From an optimization exercise on the open Yosys and OpenROAD flow, aimed at small area; shortcuts taken in it are not production practice. Function was checked by simulation only, so behaviour that the tests miss may differ from the original. No run shown here takes its clock network from TritonCTS; it comes from the design's own scripts or RTL. The clock input has no modelled driver; a real chip could not lean on it and would need a root buffer or a full tree. Power figures rest on the tool's default switching activity, not on a simulated workload.

**standard.sh**
```bash
#!/bin/bash
# synth_recipe.tcl (not shown) runs the flow's synth.tcl, then flattens the netlist and writes it again
# the make line also repeats each setting of config.mk as NAME=value (left out here)
make -C /OpenROAD-flow-scripts/flow DESIGN_CONFIG=/design/flow/config.mk WORK_HOME=/design/flow/orfs CLKGATE_MAP_FILE= SYNTH_SCRIPT=/design/flow/synth_recipe.tcl "${@:-finish}"
```
**design.v**
```verilog
module hit_table (input logic ins, input logic [2:0] row, input logic [2:0] col, output logic [3:0] code);
always_comb
    if (!ins) code = 4'b0000;
    else case ({row, col})
        6'd0: code = 4'b1100;
        6'd1: code = 4'b0101;
        6'd2: code = 4'b0101;
        6'd3: code = 4'b0101;
        6'd4: code = 4'b0101;
        6'd5: code = 4'b0101;
        6'd6: code = 4'b0101;
        6'd7: code = 4'b1110;
        6'd8: code = 4'b1000;
        6'd9: code = 4'b1100;
        6'd10: code = 4'b0101;
        6'd11: code = 4'b0101;
        6'd12: code = 4'b0101;
        6'd13: code = 4'b0101;
        6'd14: code = 4'b1110;
        6'd15: code = 4'b1010;
        6'd16: code = 4'b1000;
        6'd17: code = 4'b1000;
        6'd18: code = 4'b1100;
        6'd19: code = 4'b0101;
        6'd20: code = 4'b0101;
        6'd21: code = 4'b1110;
        6'd22: code = 4'b1010;
        6'd23: code = 4'b1010;
        6'd24: code = 4'b1000;
        6'd25: code = 4'b1000;
        6'd26: code = 4'b1000;
        6'd27: code = 4'b1100;
        6'd28: code = 4'b1110;
        6'd29: code = 4'b1010;
        6'd30: code = 4'b1010;
        6'd31: code = 4'b1010;
        6'd32: code = 4'b1101;
        6'd33: code = 4'b1101;
        6'd34: code = 4'b1101;
        6'd35: code = 4'b1101;
        6'd36: code = 4'b0001;
        6'd37: code = 4'b0001;
        6'd38: code = 4'b0001;
        6'd39: code = 4'b0001;
        6'd40: code = 4'b1101;
        6'd41: code = 4'b1101;
        6'd42: code = 4'b1101;
        6'd43: code = 4'b0110;
        6'd44: code = 4'b0110;
        6'd45: code = 4'b0001;
        6'd46: code = 4'b0001;
        6'd47: code = 4'b0001;
        6'd48: code = 4'b1101;
        6'd49: code = 4'b1101;
        6'd50: code = 4'b0110;
        6'd51: code = 4'b0110;
        6'd52: code = 4'b0110;
        6'd53: code = 4'b0110;
        6'd54: code = 4'b0001;
        6'd55: code = 4'b0001;
        6'd56: code = 4'b1101;
        6'd57: code = 4'b0110;
        6'd58: code = 4'b0110;
        6'd59: code = 4'b0110;
        6'd60: code = 4'b0110;
        6'd61: code = 4'b0110;
        6'd62: code = 4'b0110;
        6'd63: code = 4'b0001;
        default: code = 4'b0000;
    endcase
endmodule
module sprite_rom (
    input logic ins,
    input logic left,
    input logic right,
    input logic up,
    input logic [4:0] row,
    input logic [4:0] col,
    output logic [3:0] idx
);
wire new_n19, new_n20, new_n21, new_n22, new_n23, new_n24, new_n25,
    new_n26, new_n27, new_n28, new_n29, new_n30, new_n31, new_n32, new_n33,
    new_n34, new_n35, new_n36, new_n37, new_n38, new_n39, new_n40, new_n41,
    new_n42, new_n43, new_n44, new_n45, new_n46, new_n47, new_n48, new_n49,
    new_n50, new_n51, new_n52, new_n53, new_n54, new_n55, new_n56, new_n57,
    new_n58, new_n59, new_n60, new_n61, new_n62, new_n63, new_n64, new_n65,
    new_n66, new_n67, new_n68, new_n69, new_n70, new_n71, new_n72, new_n73,
    new_n74, new_n75, new_n76, new_n77, new_n78, new_n79, new_n80, new_n81,
    new_n82, new_n83, new_n84, new_n85, new_n86, new_n87, new_n88, new_n89,
    new_n90, new_n91, new_n92, new_n93, new_n94, new_n95, new_n96, new_n97,
    new_n98, new_n99, new_n100, new_n101, new_n102, new_n103, new_n104,
    new_n105, new_n106, new_n107, new_n108, new_n109, new_n110, new_n111,
    new_n112, new_n113, new_n114, new_n115, new_n116, new_n117, new_n118,
    new_n119, new_n120, new_n121, new_n122, new_n123, new_n124, new_n125,
    new_n126, new_n127, new_n128, new_n129, new_n130, new_n131, new_n132,
    new_n133, new_n134, new_n135, new_n136, new_n137, new_n138, new_n139,
    new_n140, new_n141, new_n142, new_n143, new_n144, new_n145, new_n146,
    new_n147, new_n148, new_n149, new_n150, new_n151, new_n152, new_n153,
    new_n154, new_n155, new_n156, new_n157, new_n158, new_n159, new_n160,
    new_n161, new_n162, new_n163, new_n164, new_n165, new_n166, new_n167,
    new_n168, new_n169, new_n170, new_n171, new_n172, new_n173, new_n174,
    new_n175, new_n176, new_n177, new_n178, new_n179, new_n180, new_n181,
    new_n182, new_n183, new_n184, new_n185, new_n186, new_n187, new_n188,
    new_n189, new_n190, new_n191, new_n192, new_n194, new_n195, new_n196,
    new_n197, new_n198, new_n199, new_n200, new_n201, new_n202, new_n203,
    new_n204, new_n205, new_n206, new_n207, new_n208, new_n209, new_n210,
    new_n211, new_n212, new_n213, new_n214, new_n215, new_n216, new_n217,
    new_n218, new_n219, new_n220, new_n221, new_n222, new_n223, new_n224,
    new_n225, new_n226, new_n227, new_n228, new_n229, new_n231, new_n232,
    new_n233, new_n234, new_n235, new_n236, new_n237, new_n238, new_n239,
    new_n240, new_n241, new_n242, new_n243, new_n244, new_n245, new_n246,
    new_n247, new_n248, new_n249, new_n250, new_n251, new_n252, new_n253,
    new_n254, new_n255, new_n256, new_n257, new_n258, new_n259, new_n260,
    new_n261, new_n263, new_n264, new_n265, new_n266, new_n267, new_n268,
    new_n269, new_n270, new_n271, new_n272, new_n273, new_n274, new_n275,
    new_n276, new_n277, new_n278, new_n279, new_n280, new_n281, new_n282,
    new_n283, new_n284, new_n285, new_n286, new_n287, new_n288, new_n289,
    new_n290, new_n291, new_n292, new_n293, new_n294, new_n295, new_n296,
    new_n297, new_n298, new_n299, new_n300, new_n301, new_n302, new_n303;
  assign new_n19 = row[1] & row[0];
  assign new_n20 = ~row[1] & ~row[0];
  assign new_n21 = ~new_n19 & ~new_n20;
  assign new_n22 = ~row[4] & row[3];
  assign new_n23 = new_n21 & new_n22;
  assign new_n24 = col[3] & ~col[1];
  assign new_n25 = ~col[3] & col[1];
  assign new_n26 = ~new_n24 & ~new_n25;
  assign new_n27 = ~up & ~new_n26;
  assign new_n28 = row[2] & ~new_n20;
  assign new_n29 = ~row[2] & ~new_n19;
  assign new_n30 = ~new_n28 & ~new_n29;
  assign new_n31 = ~row[3] & ~new_n19;
  assign new_n32 = ~new_n30 & ~new_n31;
  assign new_n33 = row[3] & new_n28;
  assign new_n34 = ~row[3] & new_n20;
  assign new_n35 = ~row[4] & ~new_n34;
  assign new_n36 = ~new_n33 & new_n35;
  assign new_n37 = new_n32 & new_n36;
  assign new_n38 = row[3] & ~new_n37;
  assign new_n39 = row[4] & ~row[3];
  assign new_n40 = ~new_n23 & ~new_n39;
  assign new_n41 = ~new_n38 & new_n40;
  assign new_n42 = ~col[4] & ~col[3];
  assign new_n43 = col[4] & col[3];
  assign new_n44 = ~new_n42 & ~new_n43;
  assign new_n45 = col[3] & col[2];
  assign new_n46 = ~col[3] & ~col[2];
  assign new_n47 = ~new_n45 & ~new_n46;
  assign new_n48 = ~col[1] & ~col[0];
  assign new_n49 = col[2] & new_n48;
  assign new_n50 = new_n47 & ~new_n49;
  assign new_n51 = up & ~new_n48;
  assign new_n52 = col[1] & col[0];
  assign new_n53 = ~col[4] & new_n52;
  assign new_n54 = ~new_n51 & ~new_n53;
  assign new_n55 = new_n44 & ~new_n54;
  assign new_n56 = new_n50 & ~new_n55;
  assign new_n57 = ~new_n48 & ~new_n52;
  assign new_n58 = up & ~col[1];
  assign new_n59 = new_n57 & ~new_n58;
  assign new_n60 = ~new_n26 & ~new_n59;
  assign new_n61 = new_n56 & new_n60;
  assign new_n62 = new_n44 & ~new_n61;
  assign new_n63 = ~up & ~row[0];
  assign new_n64 = row[1] & ~new_n63;
  assign new_n65 = ~row[3] & ~row[2];
  assign new_n66 = up & row[0];
  assign new_n67 = new_n65 & ~new_n66;
  assign new_n68 = ~new_n64 & new_n67;
  assign new_n69 = row[4] & ~new_n68;
  assign new_n70 = new_n62 & ~new_n69;
  assign new_n71 = ~new_n41 & new_n70;
  assign new_n72 = ~new_n27 & new_n71;
  assign new_n73 = ~new_n23 & ~new_n72;
  assign new_n74 = ~new_n44 & ~new_n60;
  assign new_n75 = row[3] & ~new_n28;
  assign new_n76 = ~new_n74 & new_n75;
  assign new_n77 = new_n47 & new_n57;
  assign new_n78 = ~new_n62 & new_n77;
  assign new_n79 = ~col[2] & ~col[1];
  assign new_n80 = col[2] & col[1];
  assign new_n81 = ~new_n79 & ~new_n80;
  assign new_n82 = ~new_n27 & new_n59;
  assign new_n83 = new_n81 & ~new_n82;
  assign new_n84 = new_n47 & ~new_n83;
  assign new_n85 = new_n44 & ~new_n84;
  assign new_n86 = up & new_n50;
  assign new_n87 = ~new_n85 & ~new_n86;
  assign new_n88 = ~new_n78 & new_n87;
  assign new_n89 = ~new_n76 & ~new_n88;
  assign new_n90 = ~new_n73 & new_n89;
  assign new_n91 = ~up & ~new_n47;
  assign new_n92 = new_n83 & ~new_n91;
  assign new_n93 = new_n37 & new_n92;
  assign new_n94 = new_n88 & new_n93;
  assign new_n95 = ~new_n90 & ~new_n94;
  assign new_n96 = ~row[2] & ~row[1];
  assign new_n97 = new_n91 & new_n96;
  assign new_n98 = row[4] & row[3];
  assign new_n99 = ~row[1] & new_n61;
  assign new_n100 = ~new_n62 & ~new_n99;
  assign new_n101 = new_n98 & ~new_n100;
  assign new_n102 = ~row[2] & row[1];
  assign new_n103 = ~new_n83 & new_n102;
  assign new_n104 = row[2] & ~row[1];
  assign new_n105 = new_n83 & new_n104;
  assign new_n106 = ~new_n103 & ~new_n105;
  assign new_n107 = new_n101 & new_n106;
  assign new_n108 = ~row[2] & new_n61;
  assign new_n109 = up & new_n98;
  assign new_n110 = new_n108 & new_n109;
  assign new_n111 = ~new_n107 & ~new_n110;
  assign new_n112 = row[2] & row[1];
  assign new_n113 = row[4] & ~new_n112;
  assign new_n114 = ~up & ~new_n113;
  assign new_n115 = ~new_n29 & ~new_n98;
  assign new_n116 = ~new_n114 & new_n115;
  assign new_n117 = new_n85 & new_n116;
  assign new_n118 = new_n91 & new_n117;
  assign new_n119 = ~new_n64 & new_n84;
  assign new_n120 = new_n28 & new_n39;
  assign new_n121 = new_n62 & new_n120;
  assign new_n122 = ~new_n119 & new_n121;
  assign new_n123 = ~new_n118 & ~new_n122;
  assign new_n124 = new_n111 & new_n123;
  assign new_n125 = ~new_n97 & ~new_n124;
  assign new_n126 = ~row[2] & new_n31;
  assign new_n127 = new_n41 & ~new_n126;
  assign new_n128 = ~up & ~new_n31;
  assign new_n129 = new_n85 & ~new_n128;
  assign new_n130 = new_n127 & new_n129;
  assign new_n131 = ~new_n47 & ~new_n92;
  assign new_n132 = col[0] & ~new_n47;
  assign new_n133 = ~new_n131 & ~new_n132;
  assign new_n134 = new_n130 & new_n133;
  assign new_n135 = ~left & ~right;
  assign new_n136 = new_n22 & new_n30;
  assign new_n137 = ~new_n62 & new_n136;
  assign new_n138 = ~new_n131 & new_n137;
  assign new_n139 = new_n135 & ~new_n138;
  assign new_n140 = ~new_n134 & new_n139;
  assign new_n141 = ~new_n125 & new_n140;
  assign new_n142 = new_n95 & new_n141;
  assign new_n143 = ~row[3] & ~new_n32;
  assign new_n144 = ~new_n21 & ~new_n143;
  assign new_n145 = ~new_n126 & ~new_n144;
  assign new_n146 = ~new_n26 & new_n47;
  assign new_n147 = new_n44 & ~new_n146;
  assign new_n148 = ~row[4] & new_n147;
  assign new_n149 = ~new_n145 & new_n148;
  assign new_n150 = row[1] & new_n47;
  assign new_n151 = ~row[2] & ~new_n150;
  assign new_n152 = new_n98 & ~new_n151;
  assign new_n153 = new_n147 & ~new_n152;
  assign new_n154 = ~new_n57 & new_n81;
  assign new_n155 = ~new_n47 & ~new_n154;
  assign new_n156 = ~new_n65 & ~new_n155;
  assign new_n157 = ~new_n147 & ~new_n156;
  assign new_n158 = new_n37 & ~new_n157;
  assign new_n159 = ~new_n153 & ~new_n158;
  assign new_n160 = ~new_n149 & ~new_n159;
  assign new_n161 = ~new_n26 & new_n96;
  assign new_n162 = ~row[1] & ~new_n81;
  assign new_n163 = ~left & ~col[3];
  assign new_n164 = left & col[3];
  assign new_n165 = ~new_n163 & ~new_n164;
  assign new_n166 = ~row[2] & new_n165;
  assign new_n167 = ~new_n162 & new_n166;
  assign new_n168 = new_n47 & new_n104;
  assign new_n169 = new_n39 & ~new_n168;
  assign new_n170 = ~new_n167 & new_n169;
  assign new_n171 = ~new_n161 & new_n170;
  assign new_n172 = ~new_n57 & new_n146;
  assign new_n173 = new_n44 & ~new_n172;
  assign new_n174 = ~new_n21 & ~new_n154;
  assign new_n175 = ~new_n173 & ~new_n174;
  assign new_n176 = ~new_n171 & ~new_n175;
  assign new_n177 = new_n160 & ~new_n176;
  assign new_n178 = ~new_n104 & ~new_n146;
  assign new_n179 = ~new_n168 & ~new_n178;
  assign new_n180 = ~row[2] & new_n150;
  assign new_n181 = new_n98 & ~new_n180;
  assign new_n182 = new_n173 & new_n181;
  assign new_n183 = ~new_n179 & new_n182;
  assign new_n184 = ~new_n135 & ~new_n183;
  assign new_n185 = new_n33 & new_n148;
  assign new_n186 = ~new_n21 & ~new_n26;
  assign new_n187 = new_n81 & new_n165;
  assign new_n188 = ~new_n186 & ~new_n187;
  assign new_n189 = new_n185 & new_n188;
  assign new_n190 = new_n184 & ~new_n189;
  assign new_n191 = ~new_n177 & new_n190;
  assign new_n192 = ins & ~new_n191;
  assign idx[3] = ~new_n142 & new_n192;
  assign new_n194 = ~new_n160 & ~new_n185;
  assign new_n195 = ~new_n26 & new_n112;
  assign new_n196 = ~row[3] & ~new_n171;
  assign new_n197 = ~new_n195 & ~new_n196;
  assign new_n198 = row[4] & row[1];
  assign new_n199 = row[3] & ~new_n198;
  assign new_n200 = ~new_n127 & ~new_n199;
  assign new_n201 = new_n187 & new_n199;
  assign new_n202 = ~new_n200 & ~new_n201;
  assign new_n203 = ~new_n160 & new_n202;
  assign new_n204 = new_n65 & ~new_n150;
  assign new_n205 = row[4] & ~new_n146;
  assign new_n206 = ~new_n204 & new_n205;
  assign new_n207 = ~new_n170 & ~new_n206;
  assign new_n208 = ~new_n203 & new_n207;
  assign new_n209 = ~new_n197 & ~new_n208;
  assign new_n210 = ~new_n194 & ~new_n209;
  assign new_n211 = ~new_n135 & ~new_n210;
  assign new_n212 = ~up & ~new_n186;
  assign new_n213 = new_n85 & new_n212;
  assign new_n214 = ~new_n40 & new_n213;
  assign new_n215 = new_n37 & new_n56;
  assign new_n216 = ~new_n117 & ~new_n215;
  assign new_n217 = ~new_n214 & new_n216;
  assign new_n218 = new_n95 & new_n217;
  assign new_n219 = ~up & row[2];
  assign new_n220 = ~new_n111 & ~new_n219;
  assign new_n221 = ~up & new_n30;
  assign new_n222 = new_n71 & ~new_n221;
  assign new_n223 = ~new_n138 & ~new_n222;
  assign new_n224 = ~new_n85 & ~new_n223;
  assign new_n225 = ~new_n130 & new_n135;
  assign new_n226 = ~new_n224 & new_n225;
  assign new_n227 = ~new_n220 & new_n226;
  assign new_n228 = new_n218 & new_n227;
  assign new_n229 = ins & ~new_n228;
  assign idx[2] = ~new_n211 & new_n229;
  assign new_n231 = ~new_n213 & ~new_n223;
  assign new_n232 = new_n37 & ~new_n88;
  assign new_n233 = ~new_n122 & new_n225;
  assign new_n234 = ~new_n232 & new_n233;
  assign new_n235 = ~new_n231 & new_n234;
  assign new_n236 = up & row[2];
  assign new_n237 = new_n101 & ~new_n236;
  assign new_n238 = ~new_n108 & new_n237;
  assign new_n239 = new_n235 & ~new_n238;
  assign new_n240 = new_n218 & new_n239;
  assign new_n241 = ~new_n91 & new_n117;
  assign new_n242 = new_n62 & ~new_n241;
  assign new_n243 = new_n235 & new_n242;
  assign new_n244 = ~new_n107 & new_n243;
  assign new_n245 = ~row[2] & ~new_n161;
  assign new_n246 = ~new_n168 & ~new_n245;
  assign new_n247 = ~new_n207 & ~new_n246;
  assign new_n248 = ~new_n189 & ~new_n247;
  assign new_n249 = ~new_n194 & new_n248;
  assign new_n250 = left & new_n45;
  assign new_n251 = right & ~col[2];
  assign new_n252 = new_n163 & new_n251;
  assign new_n253 = ~new_n250 & ~new_n252;
  assign new_n254 = ~row[1] & ~new_n253;
  assign new_n255 = ~new_n184 & ~new_n254;
  assign new_n256 = ~new_n30 & new_n173;
  assign new_n257 = new_n127 & new_n256;
  assign new_n258 = ~new_n255 & ~new_n257;
  assign new_n259 = ~new_n249 & new_n258;
  assign new_n260 = ins & ~new_n259;
  assign new_n261 = ~new_n244 & new_n260;
  assign idx[1] = ~new_n240 & new_n261;
  assign new_n263 = ~new_n61 & new_n88;
  assign new_n264 = ~new_n30 & ~new_n263;
  assign new_n265 = new_n244 & ~new_n264;
  assign new_n266 = ~row[1] & ~new_n66;
  assign new_n267 = row[2] & ~new_n131;
  assign new_n268 = ~new_n85 & ~new_n267;
  assign new_n269 = ~new_n266 & ~new_n268;
  assign new_n270 = new_n143 & ~new_n269;
  assign new_n271 = ~new_n265 & new_n270;
  assign new_n272 = row[4] & ~new_n244;
  assign new_n273 = ~new_n48 & ~new_n91;
  assign new_n274 = ~new_n81 & ~new_n273;
  assign new_n275 = ~new_n33 & ~new_n65;
  assign new_n276 = ~new_n274 & new_n275;
  assign new_n277 = ~new_n19 & new_n92;
  assign new_n278 = ~new_n276 & ~new_n277;
  assign new_n279 = new_n263 & new_n278;
  assign new_n280 = ~new_n272 & ~new_n279;
  assign new_n281 = ~new_n271 & new_n280;
  assign new_n282 = ~new_n243 & ~new_n264;
  assign new_n283 = new_n61 & new_n64;
  assign new_n284 = ~new_n61 & ~new_n64;
  assign new_n285 = row[2] & ~new_n284;
  assign new_n286 = ~new_n283 & new_n285;
  assign new_n287 = ~new_n20 & new_n74;
  assign new_n288 = new_n39 & ~new_n287;
  assign new_n289 = ~new_n286 & new_n288;
  assign new_n290 = ~new_n282 & new_n289;
  assign new_n291 = new_n225 & ~new_n237;
  assign new_n292 = ~new_n290 & new_n291;
  assign new_n293 = ~new_n281 & new_n292;
  assign new_n294 = row[1] & new_n249;
  assign new_n295 = ~new_n207 & ~new_n294;
  assign new_n296 = ~new_n202 & ~new_n295;
  assign new_n297 = new_n173 & ~new_n296;
  assign new_n298 = new_n32 & new_n57;
  assign new_n299 = new_n157 & ~new_n298;
  assign new_n300 = new_n36 & ~new_n299;
  assign new_n301 = ~new_n225 & ~new_n300;
  assign new_n302 = ~new_n297 & new_n301;
  assign new_n303 = ins & ~new_n302;
  assign idx[0] = ~new_n293 & new_n303;
endmodule
module palette (
    input logic [3:0] idx,
    input logic mode_sel,
    input logic invert,
    output logic [7:0] rgb,
    output logic dr
);
wire new_n16, new_n17, new_n18, new_n19, new_n20, new_n22, new_n23,
    new_n24, new_n25, new_n27, new_n28, new_n29, new_n30, new_n31, new_n32,
    new_n34, new_n35, new_n36, new_n37, new_n38, new_n40, new_n41, new_n42,
    new_n43, new_n44, new_n45, new_n46, new_n47, new_n49, new_n50, new_n51,
    new_n52, new_n54, new_n55, new_n56, new_n58, new_n59, new_n60, new_n62;
  assign new_n16 = idx[2] & idx[1];
  assign new_n17 = ~idx[2] & ~idx[1];
  assign new_n18 = idx[3] & ~new_n17;
  assign new_n19 = ~idx[3] & idx[0];
  assign new_n20 = ~new_n18 & ~new_n19;
  assign dr = new_n16 | ~new_n20;
  assign new_n22 = mode_sel & new_n17;
  assign new_n23 = ~invert & ~new_n16;
  assign new_n24 = ~new_n18 & new_n23;
  assign new_n25 = ~new_n22 & new_n24;
  assign rgb[7] = dr & ~new_n25;
  assign new_n27 = idx[3] & idx[0];
  assign new_n28 = ~invert & new_n27;
  assign new_n29 = dr & ~new_n28;
  assign new_n30 = idx[1] & ~mode_sel;
  assign new_n31 = idx[2] & idx[0];
  assign new_n32 = ~new_n30 & new_n31;
  assign rgb[6] = new_n29 | new_n32;
  assign new_n34 = ~idx[2] & ~new_n22;
  assign new_n35 = ~invert & ~new_n34;
  assign new_n36 = new_n29 & ~new_n35;
  assign new_n37 = ~new_n18 & ~new_n36;
  assign new_n38 = ~idx[0] & new_n23;
  assign rgb[5] = ~new_n37 & ~new_n38;
  assign new_n40 = idx[3] & ~idx[1];
  assign new_n41 = ~invert & ~new_n40;
  assign new_n42 = ~new_n20 & ~new_n41;
  assign new_n43 = ~idx[2] & idx[1];
  assign new_n44 = new_n27 & new_n43;
  assign new_n45 = ~new_n42 & ~new_n44;
  assign new_n46 = new_n16 & ~new_n32;
  assign new_n47 = ~idx[3] & new_n46;
  assign rgb[4] = ~new_n45 | new_n47;
  assign new_n49 = ~new_n37 & new_n46;
  assign new_n50 = idx[1] & new_n19;
  assign new_n51 = ~new_n46 & new_n50;
  assign new_n52 = ~new_n42 & ~new_n51;
  assign rgb[3] = new_n49 | ~new_n52;
  assign new_n54 = new_n16 & new_n19;
  assign new_n55 = ~new_n40 & ~new_n54;
  assign new_n56 = ~invert & ~new_n55;
  assign rgb[2] = dr & ~new_n56;
  assign new_n58 = ~idx[0] & new_n16;
  assign new_n59 = ~new_n32 & ~new_n58;
  assign new_n60 = ~idx[3] & ~new_n59;
  assign rgb[1] = ~new_n45 | new_n60;
  assign new_n62 = new_n46 & ~new_n60;
  assign rgb[0] = new_n36 | new_n62;
endmodule
module Player_Block_T (
    input  logic        clk,
    input  logic        resetN,
    input  logic [10:0] pixelX,
    input  logic [10:0] pixelY,
    input  logic        startOfFrame,
    input  logic        up_key,
    input  logic        down_key,
    input  logic        left_key,
    input  logic        right_key,
    input  logic        column_collision,
    input  logic [1:0]  speed_level,
    input  logic        mode_sel,
    input  logic        game_on,
    input  logic        player_hit,
    input  logic        turbo_pulse,
    output logic [10:0] player_topLeftX,
    output logic [10:0] player_topLeftY,
    output logic        playerDR,
    output logic [7:0]  playerRGB,
    output logic        player_invulnerable
);
localparam logic [3:0] HIT_EMPTY = 4'b0010;
logic [2:0]  st;
logic [10:0] x;
logic [9:0]  y;
logic [10:1] x_hi;                      
logic [9:1]  y_hi;
logic        x_lo, y_lo;                
assign x = {x_hi, x_lo};
assign y = {y_hi, y_lo};
logic [1:0]  spd;                       
logic        f_up, f_dn, f_lf, f_rt;    
logic        ydir, xdir;                
logic [3:0]  hit;
logic [3:0]  hit_code;                  
logic [2:0] amt;                        
assign amt = (spd == 2'd1) ? 3'd3 : (spd == 2'd2) ? 3'd4 : 3'd2;
logic [10:0] dxm;
logic [9:0]  dym;
assign dxm = (f_lf | f_rt) ? (xdir ? {8'd0, amt} : -{8'd0, amt}) : 11'd0;
assign dym = (f_up | f_dn) ? (ydir ? {7'd0, amt} : -{7'd0, amt}) : 10'd0;
wire in_move = ~st[1] & st[0];                  
wire hit_open = (hit[1:0] != 2'b11) && (hit != HIT_EMPTY);
wire x_below = (x[10:5] == 6'd0) & ~(x[2] & x[1]);                  
wire x_above = x[10] & x[7] & (x[5] | (x[4:0] == 5'b11111));        
wire y_below = (y[9:5] == 5'b00010);                                 
wire y_above = y[9] & y[8] & y[6] & y[5] & (y[2:0] != 3'd0);        
wire is_idle = ~(st[2] | st[1] | st[0]);        
wire is_sof  = st[1] & st[0];                    
wire is_chg  = st[1] & ~st[0];                   
wire is_lim  = st[2];                            
wire [10:0] xs = x + (is_chg ? dxm : 11'd0);
wire [9:0]  ys = y + (is_chg ? dym : 10'd0);
wire x_clamp = is_lim & (x_below | x_above);
wire y_clamp = is_lim & (y_below | y_above);
wire x_ld_lo = is_idle | (is_sof & hit[3]) | x_clamp;
wire y_ld_lo = is_idle | (is_sof & hit[2]) | y_clamp;
wire x_ld_hi = is_idle | x_clamp;
wire y_ld_hi = is_idle | y_clamp;
logic [10:0] x_n;
logic [9:0]  y_n;
assign x_n[5:0]  = x_ld_lo ? 6'b011110 : xs[5:0];
assign x_n[10:6] = x_ld_hi ? ((is_lim & x_above) ? 5'b10010 : 5'b00000) : xs[10:6];
assign y_n[5:0]  = y_ld_lo ? 6'b100000 : ys[5:0];
assign y_n[9:6]  = y_ld_hi ? ((is_lim & y_above) ? 4'b1101 : 4'b0001) : ys[9:6];
always_ff @(posedge clk or negedge resetN)
    if (!resetN) begin
        st  <= 3'b000;
        spd <= 2'd0;
        x_hi <= 10'd0;
        y_hi <= 9'd0;
    end else begin
        x_hi <= x_n[10:1];
        y_hi <= y_n[9:1];
        st  <= {is_chg, st[0] & (st[1] | startOfFrame), ~st[1] & (st[0] | game_on)};
        if (is_chg) spd <= speed_level;
    end
always_ff @(posedge clk) begin
    x_lo <= x_n[0];
    y_lo <= y_n[0];
end
always_ff @(posedge clk) begin
    ydir <= (in_move & down_key & ~f_dn) | (ydir & ~(in_move & up_key & ~f_up));
    xdir <= (in_move & right_key & ~f_rt) | (xdir & ~(in_move & left_key & ~f_lf));
end
always_ff @(posedge clk) begin
    if (is_idle || is_chg) begin
        f_up <= 1'b0; f_dn <= 1'b0; f_lf <= 1'b0; f_rt <= 1'b0;
    end else if (in_move) begin
        if (up_key)    f_up <= 1'b1;
        if (down_key)  f_dn <= 1'b1;
        if (left_key)  f_lf <= 1'b1;
        if (right_key) f_rt <= 1'b1;
    end
    if (is_idle || is_sof)
        hit <= HIT_EMPTY;
    else if (in_move && column_collision) begin
        if (hit == HIT_EMPTY)
            hit <= hit_code;
        else if (hit_open && hit_code != hit && hit_code != 4'b0000)
            hit <= {hit[3] | hit_code[3], hit[2] | hit_code[2], 2'b11};
    end
end
assign player_topLeftX = {1'b0, x[10:1]};
assign player_topLeftY = {2'b0, y[9:1]};
logic [10:0] dx;
logic [9:0]  dy;
assign dx = {1'b0, pixelX[9:0]} - {1'b0, x[10:1]};
assign dy = {1'b0, pixelY[8:0]} - {1'b0, y[9:1]};
logic       ins;
logic [4:0] ox, oy;
always_ff @(posedge clk or negedge resetN)
    if (!resetN) ins <= 1'b0;
    else         ins <= (dx[10:5] == 6'd0) && (dy[9:5] == 5'd0);
always_ff @(posedge clk) begin
    ox <= dx[4:0];
    oy <= dy[4:0];
end
logic [3:0] idx_n, hc_n, col_idx;
sprite_rom rom (.ins(ins), .left(left_key), .right(right_key), .up(up_key),
                .row(oy), .col(ox), .idx(idx_n));
hit_table ht (.ins(ins), .row(oy[4:2]), .col(ox[4:2]), .code(hc_n));
always_ff @(posedge clk) begin
    col_idx  <= idx_n;
    hit_code <= hc_n;
end
logic [4:0] s;
always_ff @(posedge clk or negedge resetN)
    if (!resetN)          s <= 5'd0;
    else if (s == 5'd0)   begin if (player_hit) s <= 5'd1; end
    else if (s == 5'd22)  s <= 5'd0;
    else if (turbo_pulse) s <= s + 5'd1;
assign player_invulnerable = (s != 5'd0);
palette pal (.idx(col_idx), .mode_sel(mode_sel), .invert(s[0]),
             .dr(playerDR), .rgb(playerRGB));
endmodule
```
**flow/remap.sh**
```bash
#!/bin/bash
# remap.sh IN.v OUT.v WORKDIR NSEEDS "DEEPSYN-LIMIT-OPTIONS" ["ABC-PRE-COMMANDS"]
# Re-maps the combinational logic of IN.v for area NSEEDS times in parallel, each
# with its own seed for ABC's &deepsyn, and keeps the smallest result as OUT.v.
set -euo pipefail
IN=$1; OUT=$2; W=$3; NS=$4; T=$5; PRE=${6:-strash}
HERE=$(cd "$(dirname "$0")" && pwd)
LIB=$FLOW_HOME/platforms/sky130hd/lib/sky130_fd_sc_hd__tt_025C_1v80.lib
DU=$(grep -o 'cell *( *"\{0,1\}sky130_fd_sc_hd__\(lpflow\|probe\|fill\)[a-z0-9_]*' "$LIB" \
     | sed 's/.*sky130/sky130/' | sort -u | sed 's/^/-dont_use /' | tr '\n' ' ')
mkdir -p "$W"
for ((s = 0; s < NS; s++)); do
  sed -e "s|@SEED@|$s|g" -e "s|@T@|$T|g" -e "s|@PRE@|$PRE|" "$HERE/remap.abc" > "$W/remap_$s.abc"
  sed -e "s|@LIB@|$LIB|g" -e "s|@DU@|$DU|" -e "s|@IN@|$IN|" \
      -e "s|@OUT@|$W/remapped_$s.v|" -e "s|@ABC@|$W/remap_$s.abc|" \
      "$HERE/remap.ys" > "$W/remap_$s.ys"
  (yosys -s "$W/remap_$s.ys" > "$W/log_remap_yosys_$s.log" 2>&1 || true) &
done
wait
best=""; best_area=""
for ((s = 0; s < NS; s++)); do
  a=$(grep 'Chip area' "$W/log_remap_yosys_$s.log" | tail -1 | grep -o '[0-9.]*$' || true)
  if [[ -n "$a" ]] && grep -q "Found and reported 0 problems" "$W/log_remap_yosys_$s.log"; then
    echo "seed $s: area $a"
    if [[ -z "$best" ]] || (( $(echo "$a < $best_area" | bc -l) )); then best=$s; best_area=$a; fi
  else
    echo "seed $s: failed"
  fi
done
[[ -n "$best" ]] || { echo "no re-mapping succeeded"; exit 1; }
echo "keeping seed $best (area $best_area)"
cp "$W/remapped_$best.v" "$OUT"
```
**flow/run.sh**
```bash
#!/bin/bash
# Layout flow: the standard synthesis; then an area-oriented re-mapping of the
# combinational logic only (every register instance is kept as synthesis made it);
# then the standard layout steps, with single-strength port buffers and a
# lighter clock tree (flow/cts_hook.tcl). Each tool's output goes to a log_*.log file here.
set -euo pipefail
HERE=$(pwd)
R=$HERE/orfs/results/sky130hd/Player_Block_T/base

# 1. standard synthesis, unchanged
bash standard.sh synth > log_1_standard_synth.log 2>&1
cp "$R/1_2_yosys.v" "$HERE/standard_1_2_yosys.v"

# 2. re-map the combinational logic for area (registers are black boxes here);
#    16 runs with different optimisation seeds from the netlist as it is, and 16 from
#    it after one ABC dc2 pass; the smallest netlist is kept
bash flow/remap.sh "$HERE/standard_1_2_yosys.v" "$HERE/remapped_a.v" "$HERE/remap_a" 16 "-J 1000" \
    > log_2_remap_a.log 2>&1
bash flow/remap.sh "$HERE/standard_1_2_yosys.v" "$HERE/remapped_b.v" "$HERE/remap_b" 16 "-J 1000" "dc2" \
    > log_2_remap_b.log 2>&1
area_a=$(sed -n 's/^keeping seed .* (area \(.*\))$/\1/p' log_2_remap_a.log)
area_b=$(sed -n 's/^keeping seed .* (area \(.*\))$/\1/p' log_2_remap_b.log)
if (( $(echo "$area_b < $area_a" | bc -l) )); then best=b; else best=a; fi
echo "a: $area_a b: $area_b, keeping $best" > log_2_remap.log
cp "$HERE/remapped_$best.v" "$HERE/remapped_1_2_yosys.v"
cp "$HERE/remapped_1_2_yosys.v" "$R/1_2_yosys.v"
touch "$R/1_2_yosys.v"

# 3. the rest of the standard layout
export BUFFER_PORTS_ARGS="-buffer_cell sky130_fd_sc_hd__buf_1"
export SKIP_REPAIR_TIE_FANOUT=1
export PRE_CTS_TCL="$HERE/flow/cts_hook.tcl"
export FLOW_CLK_K=4
export FLOW_CLK_MODE=bisect
export FLOW_CLK_SLEW_PS=105
bash standard.sh > log_3_standard_layout.log 2>&1
```
**config.mk**
```make
export PLATFORM = sky130hd
export DESIGN_NAME = Player_Block_T
export DESIGN_NICKNAME = Player_Block_T
export VERILOG_FILES = /design/flow/design.v
export SDC_FILE = /design/flow/constraint.sdc
export NUM_CORES = 8
export LEC_CHECK = 0
export ABC_AREA = 1
export CAP_MARGIN = 20
export CORE_MARGIN = 2
export CORE_UTILIZATION = 65
export PLACE_DENSITY = 0.75
export SLEW_MARGIN = 20
```
**flow/cts_hook.tcl**
```tcl
rename clock_tree_synthesis __orfs_clock_tree_synthesis
proc clock_tree_synthesis { args } {
  set block [ord::get_db_block]
  set port_net [[$block findBTerm clk] getNet]
  set master [[ord::get_db] findMaster sky130_fd_sc_hd__clkbuf_4]
  set k $::env(FLOW_CLK_K)
  set pins {}
  foreach it [$port_net getITerms] {
    set loc [[$it getInst] getLocation]
    lappend pins [list $it [lindex $loc 0] [lindex $loc 1]]
  }
  set n [llength $pins]
  if {[info exists ::env(FLOW_CLK_MODE)] && $::env(FLOW_CLK_MODE) eq "bisect"} {
    # balanced: split by x into halves, then each half by y (k = 4)
    set k 4
    set byx [lsort -integer -index 1 $pins]
    set h [expr {$n / 2}]
    set groups [list [lrange $byx 0 [expr {$h - 1}]] [lrange $byx $h end]]
    set pins {}; set assign {}
    set c 0
    foreach g $groups {
      set byy [lsort -integer -index 2 $g]
      set m [expr {[llength $byy] / 2}]
      foreach p [lrange $byy 0 [expr {$m - 1}]] { lappend pins $p; lappend assign $c }
      incr c
      foreach p [lrange $byy $m end] { lappend pins $p; lappend assign $c }
      incr c
    }
  } else {
  # k-means, seeded with pins spread along x+y order
  set sorted [lsort -integer -index 1 $pins]
  set cx {}; set cy {}
  for {set c 0} {$c < $k} {incr c} {
    set p [lindex $sorted [expr {int(($c + 0.5) * $n / $k)}]]
    lappend cx [lindex $p 1]; lappend cy [lindex $p 2]
  }
  for {set iter 0} {$iter < 50} {incr iter} {
    set assign {}
    foreach p $pins {
      set best 0; set bd 1e30
      for {set c 0} {$c < $k} {incr c} {
        set dx [expr {[lindex $p 1] - [lindex $cx $c]}]; set dy [expr {[lindex $p 2] - [lindex $cy $c]}]
        set d [expr {abs($dx) + abs($dy)}]
        if {$d < $bd} { set bd $d; set best $c }
      }
      lappend assign $best
    }
    for {set c 0} {$c < $k} {incr c} { set sx($c) 0; set sy($c) 0; set sn($c) 0 }
    foreach p $pins a $assign {
      set sx($a) [expr {$sx($a) + [lindex $p 1]}]; set sy($a) [expr {$sy($a) + [lindex $p 2]}]; incr sn($a)
    }
    set ncx {}; set ncy {}
    for {set c 0} {$c < $k} {incr c} {
      if {$sn($c) > 0} { lappend ncx [expr {$sx($c) / $sn($c)}]; lappend ncy [expr {$sy($c) / $sn($c)}] } else { lappend ncx [lindex $cx $c]; lappend ncy [lindex $cy $c] }
    }
    set cx $ncx; set cy $ncy
  }
  }
  for {set c 0} {$c < $k} {incr c} { set sx($c) 0; set sy($c) 0; set sn($c) 0 }
  foreach p $pins a $assign {
    set sx($a) [expr {$sx($a) + [lindex $p 1]}]; set sy($a) [expr {$sy($a) + [lindex $p 2]}]; incr sn($a)
  }
  set cx {}; set cy {}
  for {set c 0} {$c < $k} {incr c} {
    if {$sn($c) > 0} { lappend cx [expr {$sx($c) / $sn($c)}]; lappend cy [expr {$sy($c) / $sn($c)}] } else { lappend cx 0; lappend cy 0 }
  }
  for {set c 0} {$c < $k} {incr c} {
    if {$sn($c) == 0} continue
    set buf [odb::dbInst_create $block $master clkbuf_leaf_$c]
    set net [odb::dbNet_create $block clknet_leaf_$c]
    $net setSigType CLOCK
    [$buf findITerm A] connect $port_net
    [$buf findITerm X] connect $net
    $buf setLocation [lindex $cx $c] [lindex $cy $c]
    $buf setPlacementStatus PLACED
    set nets($c) $net
  }
  foreach p $pins a $assign {
    set it [lindex $p 0]
    $it disconnect
    $it connect $nets($a)
  }
  set_propagated_clock [all_clocks]
  foreach size {8 16 none} {
    estimate_parasitics -placement
    set upsized 0
    for {set c 0} {$c < $k} {incr c} {
      if {$sn($c) == 0} continue
      set worst 0
      foreach it [$nets($c) getITerms] {
        if {[$it isOutputSignal]} continue
        set pin [get_pins [[$it getInst] getName]/[[$it getMTerm] getName]]
        set sl [expr {[get_property $pin slew_max] * 1000.0}]
        if {$sl > $worst} { set worst $sl }
      }
      set bufinst [$block findInst clkbuf_leaf_$c]
      puts "clock buffer $c ([[$bufinst getMaster] getName]) drives $sn($c) clock pins, worst slew [format %.1f $worst] ps"
      if {$worst > $::env(FLOW_CLK_SLEW_PS) && $size ne "none"} {
        $bufinst swapMaster [[ord::get_db] findMaster sky130_fd_sc_hd__clkbuf_$size]
        set upsized 1
      }
    }
    if {!$upsized} break
  }
  unset_propagated_clock [all_clocks]
}
```
**flow/remap.abc**
```
strash
@PRE@
&get -n
&deepsyn @T@ -S @SEED@
&put
dch -f
amap
topo
dnsize
```
**flow/remap.ys**
```
# Re-map the combinational cells of the standard synthesis netlist for area.
# Register cells (and tie cells) stay black boxes, so they keep names and types.
read_liberty -ignore_miss_func @LIB@
blackbox sky130_fd_sc_hd__df* sky130_fd_sc_hd__edf* sky130_fd_sc_hd__sdf* sky130_fd_sc_hd__dl* sky130_fd_sc_hd__conb_1
read_verilog @IN@
hierarchy -top Player_Block_T
flatten
opt_clean
stat
abc -liberty @LIB@ @DU@ -script @ABC@
opt_clean -purge
hilomap -singleton -hicell sky130_fd_sc_hd__conb_1 HI -locell sky130_fd_sc_hd__conb_1 LO
splitnets
opt_clean -purge
stat -liberty @LIB@

write_verilog -noattr -noexpr -nohex -nodec @OUT@
# sanity check of the written netlist with the cells as black boxes
design -reset
read_liberty -lib @LIB@
read_verilog @OUT@
hierarchy -top Player_Block_T
check -assert
```
**constraint.sdc**
```tcl
create_clock -name core_clock -period 10.0 [get_ports {clk}]
set_input_delay 2.0000 -clock core_clock [delete_from_list [all_inputs] [get_ports {clk}]]
set_output_delay 2.0000 -clock core_clock [all_outputs]
set_load 0.01 [all_outputs]
```
==> results of run 1 <==
power by group:
group | internal [W] | total [W] | switching (W)
combinational | 0.000231 | 0.000737 | 0.000506
clock | 0.0000371 | 0.000100 | 0.0000633
sequential | 0.000314 | 0.000407 | 0.0000936
cells in the final DEF, fill, tap and decap left out, drive strengths merged, types with 2 or more instances in the layout:
cell and instances:
o32ai 5, a211oi 14, o22a 3, o2111ai 4
nor2 113, o22ai 16, a21oi 44, a21o 2
dfxtp 30, clkinv 97, a221oi 4, o21ai 61
or3 3, a22oi 3, dfrtp 30, nand2 45
or2 8, clkbuf 5, a2111oi 3, o21bai 4
o21a 5, nand3 9, o221ai 12, o31ai 2
o311ai 2, nor4 7, nor3 32, buf 60
a31oi 17, nor2b 5
worst register-to-register path, cell delays in order (launching register included):
cell and delay [ns]:
dfxtp_1 0.42, clkinv_1 0.16, o22ai_1 0.46, nor2_1 0.12
clkinv_1 0.09, a31oi_1 0.16, nand2_1 0.19, clkinv_1 0.10
nor2_1 0.17, nor2_1 0.13, o22ai_1 0.35, nor3b_1 0.13
nor2_1 0.41, clkinv_1 0.26, o21ai_0 0.17, o21ai_0 0.11
o311a_1 0.12, a31oi_1 0.25, or4b_1 0.52, a31oi_1 0.17
nor3_1 0.07
through the flow:
step	setup slack, ns	util, %	hold slack, ns	total power, W	area, um2
after CTS	4.17	74.3	0.469	0.00119	4420
after global routing	3.86	74.3	0.514	0.00134	4420
after detailed placement	4.18	73.3	0.467	0.00111	4370
final	4.10	74.3	0.488	0.00124	4420
after floorplan	5.24	-	0.446	0.000912	4040
after global placement	4.16	73.3	0.458	0.00109	4370
registers in the layout, summed over array words and instances, names as in the netlist, 2 cells and up:
name and flops:
hit_code 4, st 3, y_hi 9, ox 5
col_idx 4, oy 5, hit 4, spd 2
x_hi 10, s 5
cell type report:
type	instances	share of cell area [%]
Buffer	4	1.24
Multi-Input combinational cell	439	52.6
Sequential cell	60	30.6
Timing Repair Buffer	61	5.21
Tap cell	75	2.12
Inverter	97	8.23
worst max-delay path by stage:
stage / slack, ns / to / cells after the start / from
after floorplan: 5.24 / playerRGB[0] / 4 / mode_sel
after global placement: 4.16 / col_idx[1] / 19 / up_key
after detailed placement: 4.18 / col_idx[1] / 19 / up_key
after CTS: 4.17 / col_idx[1] / 19 / up_key
after global routing: 3.86 / col_idx[1] / 19 / up_key
final: 4.10 / col_idx[1] / 19 / up_key
routing by layer:
metal  global-route usage, %  vias to the layer above  wire (um)  share of wire (%)
met2                    56.5                      351       5560                 47
li1                        -                     2288          -                  -
met5                       0                        -          0                  0
met3                    3.28                       65       1140                9.6
met4                    13.7                        0        503                4.3
met1                    42.3                     2137       4620                 39
==> run_results.csv, run 1 <==
group,metric,value,unit
floorplanning,rows,28,
sta,fmax,169,MHz
critical_path,start_kind,"input pin",
sta,min_period,5.90,ns
grt,grt_pass1_wl,19400,um
floorplanning,die_w,82.9,um
critical_path,max_stage_delay,0.52,ns
routing,vias,4841,
synth,synth_cells,596,
power_and_ir_drop,worst_ir_drop_vdd,199,uV
layout,fill_cells,459,
layout,fin_cells,736,
routing,drtIter0Drc,484,
sta,finalMaxSlewViolations,0,
hold_path,worstHoldPathType,"register to register",
layout,multiInputGateArea,2330,um2
layout,seq_area,1350,um2
routing,viasPerCell,6.58,
sta,tightest_slew,0.849,ns
grt,antenna_found_initial,0,
layout,drive_above_1_share,0.756,%
job,maxCapViolCount,0,
critical_path,worstSetupPathType,"input pin to register",
clock_network,cts_hold_buf,0,
critical_path,r2r-end,"col_idx[1]",
critical_path,path_delay_family,"simple AND/OR/NAND/NOR gates",
synth,netlist_area,4040,um2
clock_network,clock_latency,0.16,ns
layout,area_growth,9.37,%
sta,skew,0.00583,ns
floorplanning,dieArea,6870,um2
floorplanning,io_pins,68,
place,gp_congestion,1.11,
critical_path,reg2reg_depth,20,
critical_path,regToRegSetupSlack,5.34,ns
sta,finalSetupViolCount,0,
floorplanning,core-area,5960,um2
clock_network,cts_resized,0,
floorplanning,dieHeight,82.9,um
routing,drc_errors,0,
critical_path,r2r-start,"ox[1]",
sta,final.setup.tns,0,ns
critical_path,crit_top_cell,"nor2_1",
sta,period_share,59.0,%
routing,finalWirelength,11800,um
place,hpwlAfterDp,8970,um
critical_path,cp_max_fo,12,
power_and_ir_drop,p_per_area,281,nW/um2
place,port_buffers,61,
clock_network,clk_transition_reported_paths,0.10,ns
critical_path,crit_path_end_kind,"register",
grt,overflow,0,
place,numPlacedInstances,732,
status,status,"finished clean",
layout,antenna_cells,0,
hold_path,worstHoldStart,"f_dn",
hold_path,holdPathEnd,"f_dn",
synth,syn_avg_cell_area,6.79,um2
routing,drtPass1Iterations,6,
grt,grt_max_degree,31,
routing,avgRoutedWirePerCell,16.1,um
critical_path,cp.required,10.05,ns
hold_path,min_path_cells,2,
clock_network,post_cts_buffers,0,
sta,timing_hold_violations_final,0,
critical_path,crit_arrival,5.95,ns
critical_path,cpMaxStageDelayCell,"or4b_1",
grt,grt_usage,32.9,%
synth,syn_nets,632,
floorplanning,initial_core_util,67.9,%
power_and_ir_drop,leakage,1.58,nW
layout,fin_nets,699,
grt,grt_pass1_vias,4340,
sta,rsz0062_at_grt,"false",
critical_path,worst-path-buf-inv,4,
routing,postRouteAntennaNets,0,
critical_path,path_cells,"buf_1, nor2_1, clkinv_1, a31oi_1, nand2_1, clkinv_1, nor2_1, nor2_1, o22ai_1, nor3b_1, nor2_1, clkinv_1, o21ai_0, o21ai_0, o311a_1, a31oi_1, or4b_1, a31oi_1, nor3_1",
sta,slew_headroom,41.9,%
synth,ys_warn_count,2,
==> run 2, diff against run 1 <==
--- a/design.v
+++ b/design.v
@@ -571,18 +571,21 @@
 end
 assign player_topLeftX = {1'b0, x[10:1]};
 assign player_topLeftY = {2'b0, y[9:1]};
-logic [10:0] dx;
-logic [9:0]  dy;
-assign dx = {1'b0, pixelX[9:0]} - {1'b0, x[10:1]};
-assign dy = {1'b0, pixelY[8:0]} - {1'b0, y[9:1]};
+logic [5:0] dxl, dyl;                   
+logic [4:0] dxh;
+logic [3:0] dyh;
+assign dxl = {1'b0, pixelX[4:0]} - {1'b0, x[5:1]};
+assign dyl = {1'b0, pixelY[4:0]} - {1'b0, y[5:1]};
+assign dxh = pixelX[9:5] - x[10:6] - {4'd0, dxl[5]};
+assign dyh = pixelY[8:5] - y[9:6] - {3'd0, dyl[5]};
 logic       ins;
 logic [4:0] ox, oy;
 always_ff @(posedge clk or negedge resetN)
     if (!resetN) ins <= 1'b0;
-    else         ins <= (dx[10:5] == 6'd0) && (dy[9:5] == 5'd0);
+    else         ins <= (dxh == 5'd0) && (dyh == 4'd0);
 always_ff @(posedge clk) begin
-    ox <= dx[4:0];
-    oy <= dy[4:0];
+    ox <= dxl[4:0];
+    oy <= dyl[4:0];
 end
 logic [3:0] idx_n, hc_n, col_idx;
 sprite_rom rom (.ins(ins), .left(left_key), .right(right_key), .up(up_key),
==> run 2 against run 1 <==
Still clean. Critical endpoint unchanged. Largest power group unchanged. Sequential cell count is the same. Critical path type unchanged. Fmax shrank 8.9%. Combinational power shrank 0.8%.
==> run_results.csv, run 2 <==
group,metric,value,unit
floorplanning,rows,28,
clock_network,clk_transition_reported_paths,0.09,ns
sta,period_share,64.8,%
critical_path,cp.required,10.05,ns
grt,grt_pass1_wl,18800,um
synth,ys_warn_count,2,
layout,area_growth,9.38,%
layout,largest_reg_flops,10,
routing,finalWirelength,11300,um
floorplanning,initial_core_util,67.8,%
power_and_ir_drop,leakage,1.58,nW
routing,drc_errors,0,
layout,post-route-util,74.2,%
job,maxCapViolCount,0,
layout,final_common_cell,"nor2_1",
sta,skew,0.00375,ns
hold_path,worstHoldPathType,"register to register",
routing,postRouteAntennaNets,0,
critical_path,worstSetupPathType,"input pin to register",
sta,min_period,6.48,ns
layout,fin_cells,742,
sta,final.setup.tns,0,ns
layout,fill_cells,469,
routing,vias,4761,
floorplanning,die_w,82.8,um
routing,drtPass1Iterations,5,
critical_path,cp_max_fo,8,
grt,grt_max_degree,31,
place,numPlacedInstances,738,
clock_network,clock_latency,0.15,ns
power_and_ir_drop,worst_ir_drop_vdd,174,uV
critical_path,cpMaxStageDelayCell,"clkinv_1",
sta,tightest_slew,0.828,ns
floorplanning,core-area,5960,um2
sta,finalMaxSlewViolations,0,
synth,syn_avg_cell_area,6.71,um2
sta,slew_headroom,44.8,%
sta,finalSetupViolCount,0,
critical_path,reg2reg_depth,21,
clock_network,post_cts_buffers,0,
power_and_ir_drop,p_per_area,279,nW/um2
sta,rsz0062_at_grt,"false",
status,status,"finished clean",
critical_path,max_stage_delay,0.37,ns
sta,fmax,154,MHz
layout,top_regs,"x_hi x10, y_hi x9",
critical_path,crit_path_end_kind,"register",
routing,avgRoutedWirePerCell,15.3,um
layout,top_register,"x_hi",
grt,overflow,0,
critical_path,path_cells,"buf_1, clkinv_1, o21ai_0, o21ai_0, nor2_1, clkinv_1, nor2_1, o32ai_1, a31oi_1, clkinv_1, nor2_1, nand2_1, clkinv_1, or2_0, a31oi_1, o2111ai_1, o21ai_0, nor2_1, nor2_1, o2111ai_1, o21ai_0, a311oi_1",
floorplanning,dieHeight,82.8,um
sta,hold_ws,0.488,ns
critical_path,start_kind,"input pin",
critical_path,regToRegSetupSlack,4.98,ns
critical_path,crit_end,"col_idx[1]",
layout,fin_nets,705,
critical_path,r2r-start,"ox[3]",
place,port_buffers,61,
routing,drtIter0Drc,491,
layout,mostFrequentLayoutCells,"nor2_1, clkinv_1, buf_1, o21ai_0",
place,pre_cts_ws,3.63,ns
critical_path,crit_start,"up_key",
synth,netlist_area,4040,um2
routing,viasPerCell,6.42,
place,gp_congestion,1.17,
critical_path,r2r-end,"col_idx[2]",
critical_path,crit_arrival,6.53,ns
critical_path,crit_top_cell,"nor2_1",
floorplanning,dieArea,6860,um2
layout,antenna_cells,0,
sta,setup_slack,3.52,ns
grt,antenna_found_initial,0,
synth,synth_cells,602,
grt,grt_pass1_vias,4442,
synth,syn_nets,638,
place,hpwlAfterDp,8780,um
clock_network,cts_resized,0,
clock_network,cts_hold_buf,0,
sta,timing_hold_violations_final,0,
floorplanning,io_pins,68,
grt,grt_usage,31.6,%
layout,drive_above_1_share,0.750,%
[run 2: worst max-delay path, delay by kind of cell]
| kind | cells | cell delay (ns) |
|---|---|---|
| AO/OA/AOI/OAI | 10 | 2.39 |
| buffers and inverters | 5 | 1.11 |
| AND/OR/NAND/NOR | 7 | 1.04 |
[run 2: area by class of cell]
cell class	count	area, um2	share of cell area (%)
multi-input cells	449	2340	52.9
flip-flops and latches	60	1350	30.6
inverters	93	349	7.90
repair buffers	61	230	5.21
well taps	75	93.8	2.12
plain buffers	4	55.1	1.25
[run 2: power by group]
group          internal, W   total, W  leakage (nW)  switching [W]
Clock            0.0000370  0.0000972        0.0288      0.0000602
Combinational     0.000230   0.000731         0.938       0.000501
Sequential        0.000311   0.000404         0.614      0.0000924
[run 2: layer usage]
| layer | track usage [%] | part of all wire [%] |
|---|---|---|
| met1 | 39.7 | 41 |
| met4 | 13.1 | 4.8 |
| met3 | 4.77 | 8.9 |
| met5 | 0 | 0 |
| met2 | 54.4 | 45 |
[run 2: worst min-delay path by stage]
stage / startpoint / cells past startpoint / end / slack (ns)
final: f_lf / 2 / f_lf / 0.49
after floorplan: f_rt / 1 / xdir / 0.44
after global placement: f_lf / 2 / f_lf / 0.46
after detailed placement: f_dn / 1 / ydir / 0.47
after global routing: f_lf / 2 / f_lf / 0.50
after CTS: f_lf / 2 / f_lf / 0.47
[run 2: metrics by stage]
step / area (um2) / total power (W)
3_5_place_dp: 4360 / 0.00110
6_report: 4420 / 0.00123
2_1_floorplan: 4040 / 0.000911
3_3_place_gp: 4360 / 0.00109
4_1_cts: 4420 / 0.00118
5_1_grt: 4420 / 0.00133
==> run 3, diff against run 2 <==
--- a/flow/run.sh
+++ b/flow/run.sh
@@ -13,13 +13,14 @@
 
 # 2. re-map the combinational logic for area (registers are black boxes here);
 #    16 runs with different optimisation seeds from the netlist as it is, and 16 from
-#    it after one ABC dc2 pass; the smallest netlist is kept
+#    it after one ABC dc2 pass, each also mapped with other amap settings; the
+#    smallest netlist is kept
 bash flow/remap.sh "$HERE/standard_1_2_yosys.v" "$HERE/remapped_a.v" "$HERE/remap_a" 16 "-J 1000" \
     > log_2_remap_a.log 2>&1
 bash flow/remap.sh "$HERE/standard_1_2_yosys.v" "$HERE/remapped_b.v" "$HERE/remap_b" 16 "-J 1000" "dc2" \
     > log_2_remap_b.log 2>&1
-area_a=$(sed -n 's/^keeping seed .* (area \(.*\))$/\1/p' log_2_remap_a.log)
-area_b=$(sed -n 's/^keeping seed .* (area \(.*\))$/\1/p' log_2_remap_b.log)
+area_a=$(sed -n 's/^keeping run .* (area \(.*\))$/\1/p' log_2_remap_a.log)
+area_b=$(sed -n 's/^keeping run .* (area \(.*\))$/\1/p' log_2_remap_b.log)
 if (( $(echo "$area_b < $area_a" | bc -l) )); then best=b; else best=a; fi
 echo "a: $area_a b: $area_b, keeping $best" > log_2_remap.log
 cp "$HERE/remapped_$best.v" "$HERE/remapped_1_2_yosys.v"
==> flow/remap.abc (replaced) <==
strash
@PRE@
&get -n
&deepsyn @T@ -S @SEED@
&put
write_blif @DEEP@
dch -f
amap
topo
dnsize
==> flow/remap.sh (replaced) <==
#!/bin/bash
# remap.sh IN.v OUT.v WORKDIR NSEEDS "DEEPSYN-LIMIT-OPTIONS" ["ABC-PRE-COMMANDS"]
# Re-maps the combinational logic of IN.v for area NSEEDS times in parallel, each
# with its own seed for ABC's &deepsyn (then mapped with amap). Each optimised logic
# network is then also mapped with a few other amap settings (after ABC's cec proves
# it equal to IN.v's logic), and the smallest netlist of all is kept as OUT.v.
set -euo pipefail
IN=$1; OUT=$2; W=$3; NS=$4; T=$5; PRE=${6:-strash}
HERE=$(cd "$(dirname "$0")" && pwd)
LIB=$FLOW_HOME/platforms/sky130hd/lib/sky130_fd_sc_hd__tt_025C_1v80.lib
DU=$(grep -o 'cell *( *"\{0,1\}sky130_fd_sc_hd__\(lpflow\|probe\|fill\)[a-z0-9_]*' "$LIB" \
     | sed 's/.*sky130/sky130/' | sort -u | sed 's/^/-dont_use /' | tr '\n' ' ')
MAPS=("amap -F 2" "amap -F 3" "amap -A 8 -F 2" "amap -m")
mkdir -p "$W"
ys() {  # ys NAME ABCSCRIPT : one yosys re-mapping run
  sed -e "s|@LIB@|$LIB|g" -e "s|@DU@|$DU|" -e "s|@IN@|$IN|" \
      -e "s|@OUT@|$W/remapped_$1.v|" -e "s|@ABC@|$2|" "$HERE/remap.ys" > "$W/remap_$1.ys"
  yosys -s "$W/remap_$1.ys" > "$W/log_remap_yosys_$1.log" 2>&1 || true
}
for ((s = 0; s < NS; s++)); do
  sed -e "s|@SEED@|$s|g" -e "s|@T@|$T|g" -e "s|@PRE@|$PRE|" -e "s|@DEEP@|$W/deep_$s.blif|" \
      "$HERE/remap.abc" > "$W/remap_$s.abc"
  ys "$s" "$W/remap_$s.abc" &
done
wait
names=()
for ((s = 0; s < NS; s++)); do
  names+=("$s")
  [[ -f "$W/deep_$s.blif" ]] || continue
  for ((m = 0; m < ${#MAPS[@]}; m++)); do
    sed -e "s|@DEEP@|$W/deep_$s.blif|g" -e "s|@MAP@|${MAPS[$m]}|" "$HERE/remap_map.abc" > "$W/remap_${s}m$m.abc"
    ys "${s}m$m" "$W/remap_${s}m$m.abc" &
    names+=("${s}m$m")
  done
  while (( $(jobs -r | wc -l) >= 16 )); do sleep 1; done
done
wait
best=""; best_area=""
for n in "${names[@]}"; do
  L="$W/log_remap_yosys_$n.log"
  a=$(grep 'Chip area' "$L" 2>/dev/null | tail -1 | grep -o '[0-9.]*$' || true)
  ok=1
  grep -q "Found and reported 0 problems" "$L" 2>/dev/null || ok=0
  if [[ "$n" == *m* ]] && ! grep -q "Networks are equivalent" "$L"; then ok=0; fi
  if [[ -n "$a" && $ok == 1 ]]; then
    echo "run $n: area $a"
    if [[ -z "$best" ]] || (( $(echo "$a < $best_area" | bc -l) )); then best=$n; best_area=$a; fi
  else
    echo "run $n: failed"
  fi
done
[[ -n "$best" ]] || { echo "no re-mapping succeeded"; exit 1; }
echo "keeping run $best (area $best_area)"
cp "$W/remapped_$best.v" "$OUT"
==> flow/remap_map.abc (new file) <==
strash
cec @DEEP@
read_blif @DEEP@
strash
dch -f
@MAP@
topo
dnsize
==> run 3 against run 2 <==
Sequential power up 5.2%. Worst setup slack worse by 0.088 ns. Combinational power up 5.1%. First-iteration DRC count up 9.4%. Routed wire length up 1.8%. Synthesized cell count down 1.7%. Clock power up 4%. Sequential share of layout area up 0.052 points. Highest routed layer unchanged.
==> run_results.csv, run 3 <==
group,metric,value,unit
status,status,"finished clean",
floorplanning,rows,28,
critical_path,worstSetupPathType,"input pin to register",
floorplanning,io_pins,68,
hold_path,worstHoldPathType,"register to register",
place,numPlacedInstances,729,
routing,drtPass1Iterations,6,
place,gp_congestion,1.04,
routing,postRouteAntennaNets,0,
routing,drtIter0Drc,537,
layout,antenna_cells,0,
place,port_buffers,61,
grt,overflow,0,
sta,fmax,152,MHz
power_and_ir_drop,p_per_area,293,nW/um2
critical_path,crit_arrival,6.67,ns
critical_path,crit_start,"up_key",
sta,period_share,65.6,%
sta,min_period,6.56,ns
critical_path,cp_max_fo,9,
routing,avgRoutedWirePerCell,15.7,um
synth,syn_nets,628,
layout,fin_nets,696,
grt,grt_pass1_wl,19000,um
synth,syn_avg_cell_area,6.80,um2
clock_network,clk_transition_reported_paths,0.10,ns
layout,top_register,"x_hi",
critical_path,cp.required,10.11,ns
place,hpwlAfterDp,8810,um
layout,fin_cells,733,
critical_path,crit_path_end_kind,"register",
layout,fin_area,4410,um2
place,dpl-instance-area,4360,um2
synth,synth_cells,592,
floorplanning,dieHeight,82.7,um
sta,timing_hold_violations_final,0,
floorplanning,initial_core_util,67.6,%
layout,drive_above_1_share,0.912,%
floorplanning,dieArea,6840,um2
layout,multiInputGateArea,2310,um2
layout,largest_reg_flops,10,
clock_network,clock_latency,0.16,ns
layout,seq_area,1350,um2
layout,mostFrequentLayoutCells,"nor2_1, clkinv_1, o21ai_0, buf_1, a21oi_1",
layout,final_common_cell,"nor2_1",
routing,finalWirelength,11500,um
power_and_ir_drop,worst_ir_drop_vdd,205,uV
sta,finalMaxSlewViolations,0,
job,maxCapViolCount,0,
layout,post-route-util,74.1,%
sta,rsz0062_at_grt,"false",
routing,viasPerCell,6.47,
floorplanning,core-area,5960,um2
sta,tightest_slew,0.886,ns
grt,grt_max_degree,31,
clock_network,post_cts_buffers,0,
sta,final.setup.tns,0,ns
clock_network,cts_hold_buf,0,
layout,area_growth,9.61,%
critical_path,r2r-start,"ox[3]",
grt,grt_usage,34.6,%
grt,grt_pass1_vias,4335,
routing,vias,4740,
synth,netlist_area,4030,um2
layout,fill_cells,463,
critical_path,start_kind,"input pin",
hold_path,worstHoldStart,"f_lf",
sta,finalSetupViolCount,0,
grt,antenna_found_initial,0,
sta,skew,0.00813,ns
floorplanning,die_w,82.7,um
sta,slew_headroom,40.9,%
synth,ys_warn_count,2,
clock_network,cts_resized,0,
power_and_ir_drop,leakage,1.60,nW
power_and_ir_drop,power,0.00129,W
routing,drc_errors,0,
layout,top_regs,"x_hi x10, y_hi x9",
==> run 3: changes by cell type in the layout (fill, tap and decap cells not counted), moves of 4 or more <==
| cell | before | now |
|---|---|---|
| a21oi_1 | 37 | 45 |
| clkinv_1 | 93 | 97 |
| nor2_1 | 154 | 120 |
| nor3_1 | 21 | 29 |
| nor4_1 | 15 | 8 |
| o211ai_1 | 7 | 2 |
| o21ai_0 | 59 | 70 |
==> run 3: cell type report <==
| class | instances | share of cell area, % |
|---|---|---|
| timing repair buffer | 62 | 5.39 |
| multi-input combinational | 435 | 52.4 |
| buffer | 4 | 1.25 |
| tap | 75 | 2.13 |
| inverter | 97 | 8.25 |
| sequential | 60 | 30.6 |
==> run 3: final timing paths <==
check	to	slack (ns)	cells past startpoint
min in group asynchronous	st[0]	1.95	1
worst min register to register	f_lf	0.48	2
worst min-delay path	f_lf	0.48	2
worst max register to register	col_idx[1]	5.03	21
max in group asynchronous	x_hi[1]	7.50	1
worst max-delay path	col_idx[1]	3.44	20
==> run 3: through the flow <==
stage	hold WS, ns	setup WS (ns)
final	0.482	3.44
after global routing	0.510	3.18
after CTS	0.470	3.52
after detailed placement	0.461	3.53
after global placement	0.456	3.56
after floorplan	0.443	4.76
==> run 3: routing by layer <==
layer	track usage [%]	vias up	wire length [um]	part of all wire, %
met5	0	-	0	0
met4	15.4	0	475	4.1
met3	5.22	64	911	7.9
met2	60.8	294	5540	48
met1	41.8	2107	4600	40
li1	-	2275	-	-
==> run 3: worst max-delay path, stage by stage <==
cell and delay [ns]:
buf_1 0.29, clkinv_1 0.40, o21ai_0 0.33, o21ai_0 0.22, or3_1 0.46, a31oi_1 0.39, o31ai_1 0.22, nor2_1 0.20
nand2_1 0.11, clkinv_1 0.15, o21ai_0 0.10, o221ai_1 0.24, clkinv_1 0.15, o2111ai_1 0.30, o21ai_0 0.18, nor3_1 0.27
nor2_1 0.07, o211ai_1 0.25, o21a_1 0.20, o311a_1 0.15
==> run 3: power breakdown <==
group	internal [W]	total (W)	switching, W	leakage [nW]
Sequential	0.000316	0.000425	0.000109	0.613
Combinational	0.000250	0.000768	0.000518	0.956
Clock	0.0000371	0.000101	0.0000635	0.0288

==> afterwards: timing with drivers on the ports <==
In the flow no input, the clock included, has a driving cell. The finished layouts below were timed again as built, in two steps.
Step 1 (the two cells are an assumption about what drives the block):
set clk [get_ports {clk}]
set_driving_cell -lib_cell sky130_fd_sc_hd__clkbuf_16 $clk
set_driving_cell -lib_cell sky130_fd_sc_hd__buf_2 [delete_from_list [all_inputs] $clk]
Step 2, shift: input delay + t, output delay - t, t = (earliest + latest rising clock arrival at the registers) / 2. This alone moves slack from input paths to output paths.
Three values: no drivers, after step 1, after step 2; two values: the first two.
run	shift t [ns]	setup WS [ns]	hold WS [ns]	latest minus earliest clock arrival (ns)	worst slew at a driven data input, ns
run 1	0.214	4.098 / 4.131 / 3.917	0.488 / 0.488 / 0.488	0.007 / 0.007	0.05
run 2	0.206	3.524 / 3.558 / 3.352	0.488 / 0.488 / 0.488	0.004 / 0.004	0.04
run 3	0.215	3.436 / 3.477 / 3.262	0.482 / 0.482 / 0.482	0.008 / 0.008	0.04
After both steps setup and hold are still met in every run listed. For run 1, which loses most, drivers alone change the setup slack by +0.033 ns; drivers and shift together by -0.181 ns.
